What follows belongs to an exercise in optimizing a design on an open flow for small area, a short achievable clock period and few clock cycles; a production flow would make more cautious choices. Only simulation tests tie the RTL to the original design; equivalence was not proved. Power figures rest on the tool's default switching activity, not on a simulated workload.

==> flow/design.v (excerpt) <==
module mulDiv(clk, rst_n, valid, ready, mode, in_A, in_B, out);
    input         clk, rst_n;
    input         valid, mode;  
    output        ready;
    input  [31:0] in_A, in_B;
    output [63:0] out;
    function [4:0] lzc32;
        input [31:0] x;
        reg   [15:0] v1;           
        reg   [15:0] p1;           
        reg   [7:0]  v2;
        reg   [15:0] p2;           
        reg   [3:0]  v3;
        reg   [11:0] p3;           
        reg   [1:0]  v4;
        reg   [7:0]  p4;           
        integer i;
        begin
            for (i = 0; i < 16; i = i + 1) begin
                v1[i] = x[2*i+1] | x[2*i];
                p1[i] = ~x[2*i+1];
            end
            for (i = 0; i < 8; i = i + 1) begin
                v2[i] = v1[2*i+1] | v1[2*i];
                p2[2*i+1]   = ~v1[2*i+1];
                p2[2*i]     = v1[2*i+1] ? p1[2*i+1] : p1[2*i];
            end
            for (i = 0; i < 4; i = i + 1) begin
                v3[i] = v2[2*i+1] | v2[2*i];
                p3[3*i+2]   = ~v2[2*i+1];
                p3[3*i+:2]  = v2[2*i+1] ? p2[2*(2*i+1)+:2] : p2[2*(2*i)+:2];
            end
            for (i = 0; i < 2; i = i + 1) begin
                v4[i] = v3[2*i+1] | v3[2*i];
                p4[4*i+3]   = ~v3[2*i+1];
                p4[4*i+:3]  = v3[2*i+1] ? p3[3*(2*i+1)+:3] : p3[3*(2*i)+:3];
            end
            lzc32[4]   = ~v4[1];
            lzc32[3:0] = v4[1] ? p4[7:4] : p4[3:0];
        end
    endfunction
    function [31:0] below_msb;
        input [31:0] x;
        integer i;
        begin
            below_msb[31] = x[31];
            for (i = 30; i >= 0; i = i - 1)
                below_msb[i] = below_msb[i+1] | x[i];
        end
    endfunction
    function [31:0] inc32;
        input [31:0] x;
        input        ci;
        input [1:0]  k;
        reg   [31:0] q;            
        reg   [31:0] pa;           
        reg   [31:0] cy;
        integer i, l;
        begin
            for (i = 0; i < 32; i = i + 1)
                q[i] = x[i] | (i < k);
            pa = q;
            for (l = 0; l < 5; l = l + 1)
  ...
For scale: ~1900 cells after synthesis, roughly 130 flip-flops, ~0.014 mm² of cells after synthesis.
clock: 5.0 ns
lec_check: 0
cap_margin: 20
core_margin: 2
core_utilization: 50
place_density: 0.7
slew_margin: 20
standard.sh (not shown) runs the stock make flow with config.mk's settings and CLKGATE_MAP_FILE= SYNTH_SCRIPT=/design/flow/synth_recipe.tcl, a recipe that flattens the netlist after the stock synthesis.
==> flow/flow/run.sh <==
#!/bin/bash
# Own layout flow: the standard ORFS flow (standard.sh: unchanged
# synthesis, floorplan, placement, CTS, routing and finishing steps) with two
# changes:
#  - the input and output ports are buffered with sky130_fd_sc_hd__buf_1
#    instead of the cell buffer_ports picks by default;
#  - the setup-slack margin that timing repair aims for is 1.7 ns up to and
#    including CTS, and 1.4 ns for the repair after global routing, so that
#    the post-route repair only fixes what global-route parasitics break
#    instead of upsizing many paths for a few ps.
# Each make run's full output goes to its own log file in this folder
# (make_cts.log, make_finish.log); ORFS keeps each step's log in orfs/logs/.
set -euo pipefail
export BUFFER_PORTS_ARGS="-buffer_cell sky130_fd_sc_hd__buf_1"
SETUP_SLACK_MARGIN=1.7 bash standard.sh cts > make_cts.log 2>&1
SETUP_SLACK_MARGIN=1.4 bash standard.sh > make_finish.log 2>&1
Testbench counts at the start, summed over its fixed seeds: cycles 13,418.
==> next run, changes <==
--- a/flow/flow/run.sh
+++ b/flow/flow/run.sh
@@ -6,5 +6,5 @@
 #    instead of the cell buffer_ports picks by default;
 #  - the setup-slack margin that timing repair aims for is 1.7 ns up to and
-#    including CTS, and 1.4 ns for the repair after global routing, so that
+#    including CTS, and 1.2 ns for the repair after global routing, so that
 #    the post-route repair only fixes what global-route parasitics break
 #    instead of upsizing many paths for a few ps.
@@ -14,3 +14,3 @@
 export BUFFER_PORTS_ARGS="-buffer_cell sky130_fd_sc_hd__buf_1"
 SETUP_SLACK_MARGIN=1.7 bash standard.sh cts > make_cts.log 2>&1
-SETUP_SLACK_MARGIN=1.4 bash standard.sh > make_finish.log 2>&1
+SETUP_SLACK_MARGIN=1.2 bash standard.sh > make_finish.log 2>&1
GPL_ROUTABILITY_DRIVEN = 0   (was unset)
Result: Routed wire length fell slightly. Register-to-register slack degrades by 0.17 ns. Cell area is about the same. Clock power fell by a few percent. Critical path depth fell by 3. Worst hold slack degrades by 0.031 ns. Clock-buffer cell count does not change. Via count rose by a few percent. Total power stays flat.
==> next run, changes <==
==> flow/flow/run.sh (replaced) <==
#!/bin/bash
# Own layout flow: the standard ORFS flow (standard.sh, unchanged synthesis
# and steps), except that the input and output ports are buffered with the
# smallest buffer cell (sky130_fd_sc_hd__buf_1) instead of the cell
# buffer_ports picks by default.  Every step's full output goes to a log file
# of its own in this folder (make.log) and in orfs/logs/.
set -euo pipefail
export BUFFER_PORTS_ARGS="-buffer_cell sky130_fd_sc_hd__buf_1"
bash standard.sh > make.log 2>&1
ABC_AREA = 1   (was unset)
GPL_ROUTABILITY_DRIVEN = unset   (was 0)
SETUP_SLACK_MARGIN = 1.7   (was unset)
Total power rises by 6.2%.
Sequential share of layout area is lower by 1.4 points.
Combinational power went up by 9.1%.

Starting RTL as in the previous note.
Settings: LEC_CHECK=0, CAP_MARGIN=20, CORE_MARGIN=2, CORE_UTILIZATION=50, PLACE_DENSITY=0.7, SLEW_MARGIN=20; clock period 5.0 ns.
==> flow/flow/run.sh <==
#!/bin/bash
# Own layout flow: the standard ORFS flow (standard.sh: unchanged
# synthesis, floorplan, placement, CTS, routing and finishing steps) with two
# changes:
#  - the input and output ports are buffered with sky130_fd_sc_hd__buf_1
#    instead of the cell buffer_ports picks by default;
#  - the setup-slack margin that timing repair aims for is 1.6 ns up to and
#    including CTS, and 1.1 ns for the repair after global routing, so that
#    the post-route repair only fixes what global-route parasitics break
#    instead of upsizing many paths for a few ps.
# Each make run's full output goes to its own log file in this folder
# (make_cts.log, make_finish.log); ORFS keeps each step's log in orfs/logs/.
set -euo pipefail
export BUFFER_PORTS_ARGS="-buffer_cell sky130_fd_sc_hd__buf_1"
SETUP_SLACK_MARGIN=1.6 bash standard.sh cts > make_cts.log 2>&1
SETUP_SLACK_MARGIN=1.1 bash standard.sh > make_finish.log 2>&1
The first run completed without violations.
Testbench counts at the start, summed over its fixed seeds: cycles 13,418.
Next try:
==> flow/flow/run.sh (replaced) <==
#!/bin/bash
# Own layout flow: the standard ORFS flow (standard.sh: unchanged
# synthesis, floorplan, placement, CTS, routing and finishing steps) with
# three changes:
#  - the input and output ports are buffered with sky130_fd_sc_hd__buf_1
#    instead of the cell buffer_ports picks by default;
#  - clock tree synthesis runs with ORFS's default arguments plus
#    -dont_use_dummy_load (no dummy load cells on the clock tree);
#  - the setup-slack margin that timing repair aims for is 1.8 ns up to and
#    including CTS, and 1.4 ns for the repair after global routing, so that
#    the post-route repair only fixes what global-route parasitics break
#    instead of upsizing many paths for a few ps.
# Each make run's full output goes to its own log file in this folder
# (make_cts.log, make_finish.log); ORFS keeps each step's log in orfs/logs/.
set -euo pipefail
export BUFFER_PORTS_ARGS="-buffer_cell sky130_fd_sc_hd__buf_1"
export CTS_ARGS="-sink_clustering_enable -repair_clock_nets -dont_use_dummy_load"
SETUP_SLACK_MARGIN=1.8 bash standard.sh cts > make_cts.log 2>&1
SETUP_SLACK_MARGIN=1.4 bash standard.sh > make_finish.log 2>&1
- ABC_AREA: unset -> 1
Hold slack gets better by 26 ps.
Critical path depth goes up by 9.
Sequential power goes down by about 2%.
Wire length goes up by about 30%.
Global-route usage goes up by 5.1 points.
Power goes up by about 7%.
Design area goes up by 8.1%.
Next try:
==> flow/flow/run.sh (replaced) <==
#!/bin/bash
# Own layout flow: the standard ORFS flow (standard.sh, unchanged synthesis
# and steps), except that the input and output ports are buffered with the
# smallest buffer cell (sky130_fd_sc_hd__buf_1) instead of the cell
# buffer_ports picks by default.  Every step's full output goes to a log file
# of its own in this folder (make.log) and in orfs/logs/.
set -euo pipefail
export BUFFER_PORTS_ARGS="-buffer_cell sky130_fd_sc_hd__buf_1"
bash standard.sh > make.log 2>&1
- ABC_AREA: 1 -> unset
- CORE_UTILIZATION: 50 -> 60
- PLACE_DENSITY: 0.7 -> 0.75
- SETUP_SLACK_MARGIN: unset -> 1.7
Outcome: Setup slack got worse by 190 ps. Non-clock buffer count rises by 83. Synthesized cell count falls by 34%. Design area rises by about 1.3%. Fmax falls by 5.5%. Synthesized area falls by about 11%. Power rises by 8.5%.
Next try:
==> flow/run.sh (new file) <==
#!/bin/bash
# synth_recipe.tcl (not shown) runs the flow's synth.tcl, then flattens the netlist and writes it again
# the make line also repeats each setting of config.mk as NAME=value (left out here)
make -C /OpenROAD-flow-scripts/flow DESIGN_CONFIG=/design/flow/config.mk WORK_HOME=/design/flow/orfs CLKGATE_MAP_FILE= SYNTH_SCRIPT=/design/flow/synth_recipe.tcl finish
- ABC_AREA: unset -> 1
- CORE_UTILIZATION: 60 -> 50
- PLACE_DENSITY: 0.75 -> 0.7
removed: flow/flow/run.sh
removed: flow/standard.sh
Effect: Via count goes up by 26%; die area goes up by 35%; worst setup slack gains 260 ps; maximum frequency goes up by 7.8%; wire length goes up by 25%; cell area goes up by 7.4%; count of clock-buffer cells in the layout goes up by 1; sequential power hardly moves; cell count goes up by 42%.

v48:
Starting RTL as in the previous note.
Design mulDiv, start of the top module:
module mulDiv(clk, rst_n, valid, ready, mode, in_A, in_B, out);
Settings: LEC_CHECK=0, CAP_MARGIN=20, CORE_MARGIN=2, CORE_UTILIZATION=50, PLACE_DENSITY=0.7, SLEW_MARGIN=20; clock period 5.0 ns.
==> flow/flow/run.sh <==
#!/bin/bash
# Own layout flow: the standard ORFS flow (standard.sh: unchanged
# synthesis, floorplan, placement, CTS, routing and finishing steps) with two
# changes:
#  - the input and output ports are buffered with sky130_fd_sc_hd__buf_1
#    instead of the cell buffer_ports picks by default;
#  - the setup-slack margin that timing repair aims for is 1.65 ns up to and
#    including CTS, and 1.2 ns for the repair after global routing, so that
#    the post-route repair only fixes what global-route parasitics break
#    instead of upsizing many paths for a few ps.
# Each make run's full output goes to its own log file in this folder
# (make_cts.log, make_finish.log); ORFS keeps each step's log in orfs/logs/.
set -euo pipefail
export BUFFER_PORTS_ARGS="-buffer_cell sky130_fd_sc_hd__buf_1"
SETUP_SLACK_MARGIN=1.65 bash standard.sh cts > make_cts.log 2>&1
SETUP_SLACK_MARGIN=1.2 bash standard.sh > make_finish.log 2>&1
v48 finished every stage and its layout cleared the timing, DRC and antenna checks.
Testbench counts of v48, summed over its fixed seeds: cycles 13,418.
Changes in v46 relative to v48:
- setting ABC_AREA to 1 for the first time
-- flow/flow/run.sh --
<<< v48, line 3
# synthesis, floorplan, placement, CTS, routing and finishing steps) with two
# changes:
>>> v46, line 3
# synthesis, floorplan, placement, CTS, routing and finishing steps) with
# three changes:
<<< v48, line 7
#  - the setup-slack margin that timing repair aims for is 1.65 ns up to and
#    including CTS, and 1.2 ns for the repair after global routing, so that
>>> v46, line 7
#  - clock tree synthesis runs with ORFS's default arguments plus
#    -dont_use_dummy_load (no dummy load cells on the clock tree);
#  - the setup-slack margin that timing repair aims for is 1.9 ns up to and
#    including CTS, and 1.5 ns for the repair after global routing, so that
<<< v48, line 15
SETUP_SLACK_MARGIN=1.65 bash standard.sh cts > make_cts.log 2>&1
SETUP_SLACK_MARGIN=1.2 bash standard.sh > make_finish.log 2>&1
>>> v46, line 17
export CTS_ARGS="-sink_clustering_enable -repair_clock_nets -dont_use_dummy_load"
SETUP_SLACK_MARGIN=1.9 bash standard.sh cts > make_cts.log 2>&1
SETUP_SLACK_MARGIN=1.5 bash standard.sh > make_finish.log 2>&1
## What came out
v46 vs. v48: global-route usage went up by 5.3 points.
Compared with v48, v46 shows a lower fraction of synthesized cell area in xor and xnor cells.
From v48 to v46 the numbers moved as follows: clock network fraction of design power has decreased; fraction of final layout cells with drive strength greater than 1 has decreased; worst slack on hold paths has increased; wire length has increased.
The setup slack of v46 is larger than that of v48.
[inputs] v20 vs v46
- a change of SLEW_MARGIN from 20 to 10
- a deleted ABC_AREA that had been 1
- a change of CAP_MARGIN from 20 to 10
==> flow/flow/run.sh <==
#!/bin/bash
# Own layout flow: the standard ORFS flow (standard.sh: unchanged
# synthesis, floorplan, placement, CTS, routing and finishing steps) with two
# changes:
#  - the input and output ports are buffered with sky130_fd_sc_hd__buf_1
#    instead of the cell buffer_ports picks by default;
#  - the setup-slack margin that timing repair aims for is 1.7 ns up to and
#    including CTS, and 1.2 ns for the repair after global routing, so that
#    the post-route repair only fixes what global-route parasitics break
#    instead of upsizing many paths for a few ps.
# Each make run's full output goes to its own log file in this folder
# (make_cts.log, make_finish.log); ORFS keeps each step's log in orfs/logs/.
set -euo pipefail
export BUFFER_PORTS_ARGS="-buffer_cell sky130_fd_sc_hd__buf_1"
SETUP_SLACK_MARGIN=1.7 bash standard.sh cts > make_cts.log 2>&1
SETUP_SLACK_MARGIN=1.2 bash standard.sh > make_finish.log 2>&1
### Flow results
- Y[25] as the termination of the worst setup path was reported by v20, and k[0] by v46.
- [compare] base=v46 new=v20: area occupied by multi-input gates lower; final clock period utilization by the worst path higher; post-synthesis instance area lower.
- Result: PASS for each of v46 and v20
#### Input delta (v44 over v20)
- SLEW_MARGIN changed from 10 to 20
- CAP_MARGIN changed from 10 to 20
Notes after the runs:
Compared with v20, in v44 adder-cell share of the synthesized area comparable; post-synthesis simple-gate area fraction shows no meaningful change; mapped cell area saw little to no change.
What v2 does differently from v44 at the input level:
- swapping 0.7 for 0.8 in PLACE_DENSITY
Findings:
[compare] base=v44 new=v2: clock power fell about 4%, routing usage on met2 moved down, part of the power in combinational logic shrank by 0.9 points, global-route met1 utilization moved down, cell count essentially unchanged. [compare] base=v44 new=v2: routed wire length level, number of logic stages on the critical path including buffering moved down, final worst clock skew moved down, post-CTS setup buffer count moved down. Looking at worst vdd rail ir drop, v2 sits about 3% lower than v44 does.

==> re-timing with driven ports <==
The flow's constraints put no driver on any port. The routed layouts listed below were extracted and timed again, unchanged, in two steps. Step 1 sets driving cells, clkbuf_16 on the clock port and buf_2 on the other inputs (assumed; they add their load-dependent delay and slew). Step 2 adds t to the input delays and takes it off the output delays; t is the mean of the earliest and latest rising clock arrival at the registers after step 1. Input paths then give back, and output paths get back, about the clock's delay inside the block. Three values: no drivers, after step 1, after step 2; two values: the first two.
| run | t, ns | setup WS [ns] | worst hold slack (ns) |
|---|---|---|---|
| the first run of note 1 | 0.488 | 1.530 / 1.530 / 1.317 | 0.488 / 0.457 / 0.522 |
| the second run of note 1 | 0.497 | 1.358 / 1.358 / 1.171 | 0.457 / 0.426 / 0.602 |
| the third run of note 1 | 0.495 | 1.731 / 1.731 / 1.558 | 0.484 / 0.452 / 0.613 |
| the first run of note 2 | 0.496 | 1.416 / 1.416 / 1.416 | 0.473 / 0.458 / 0.572 |
| the second run of note 2 | 0.492 | 1.643 / 1.643 / 1.574 | 0.499 / 0.468 / 0.614 |
| the third run of note 2 | 0.494 | 1.448 / 1.448 / 1.308 | 0.462 / 0.433 / 0.525 |
| the fourth run of note 2 | 0.498 | 1.706 / 1.706 / 1.294 | 0.601 / 0.601 / 0.601 |
| v48 | 0.500 | 1.429 / 1.429 / 1.411 | 0.458 / 0.441 / 0.571 |
| v46 | 0.491 | 1.717 / 1.717 / 1.539 | 0.501 / 0.468 / 0.625 |
| v20 | 0.488 | 1.505 / 1.505 / 1.239 | 0.496 / 0.465 / 0.528 |
| v44 | 0.488 | 1.505 / 1.505 / 1.239 | 0.496 / 0.465 / 0.528 |
| v2 | 0.490 | 1.422 / 1.422 / 1.411 | 0.500 / 0.485 / 0.505 |
After both steps every run listed still meets setup and hold. For the fourth run of note 2, which loses most, drivers alone change the setup slack by 0.000 ns; drivers and shift together by -0.412 ns.
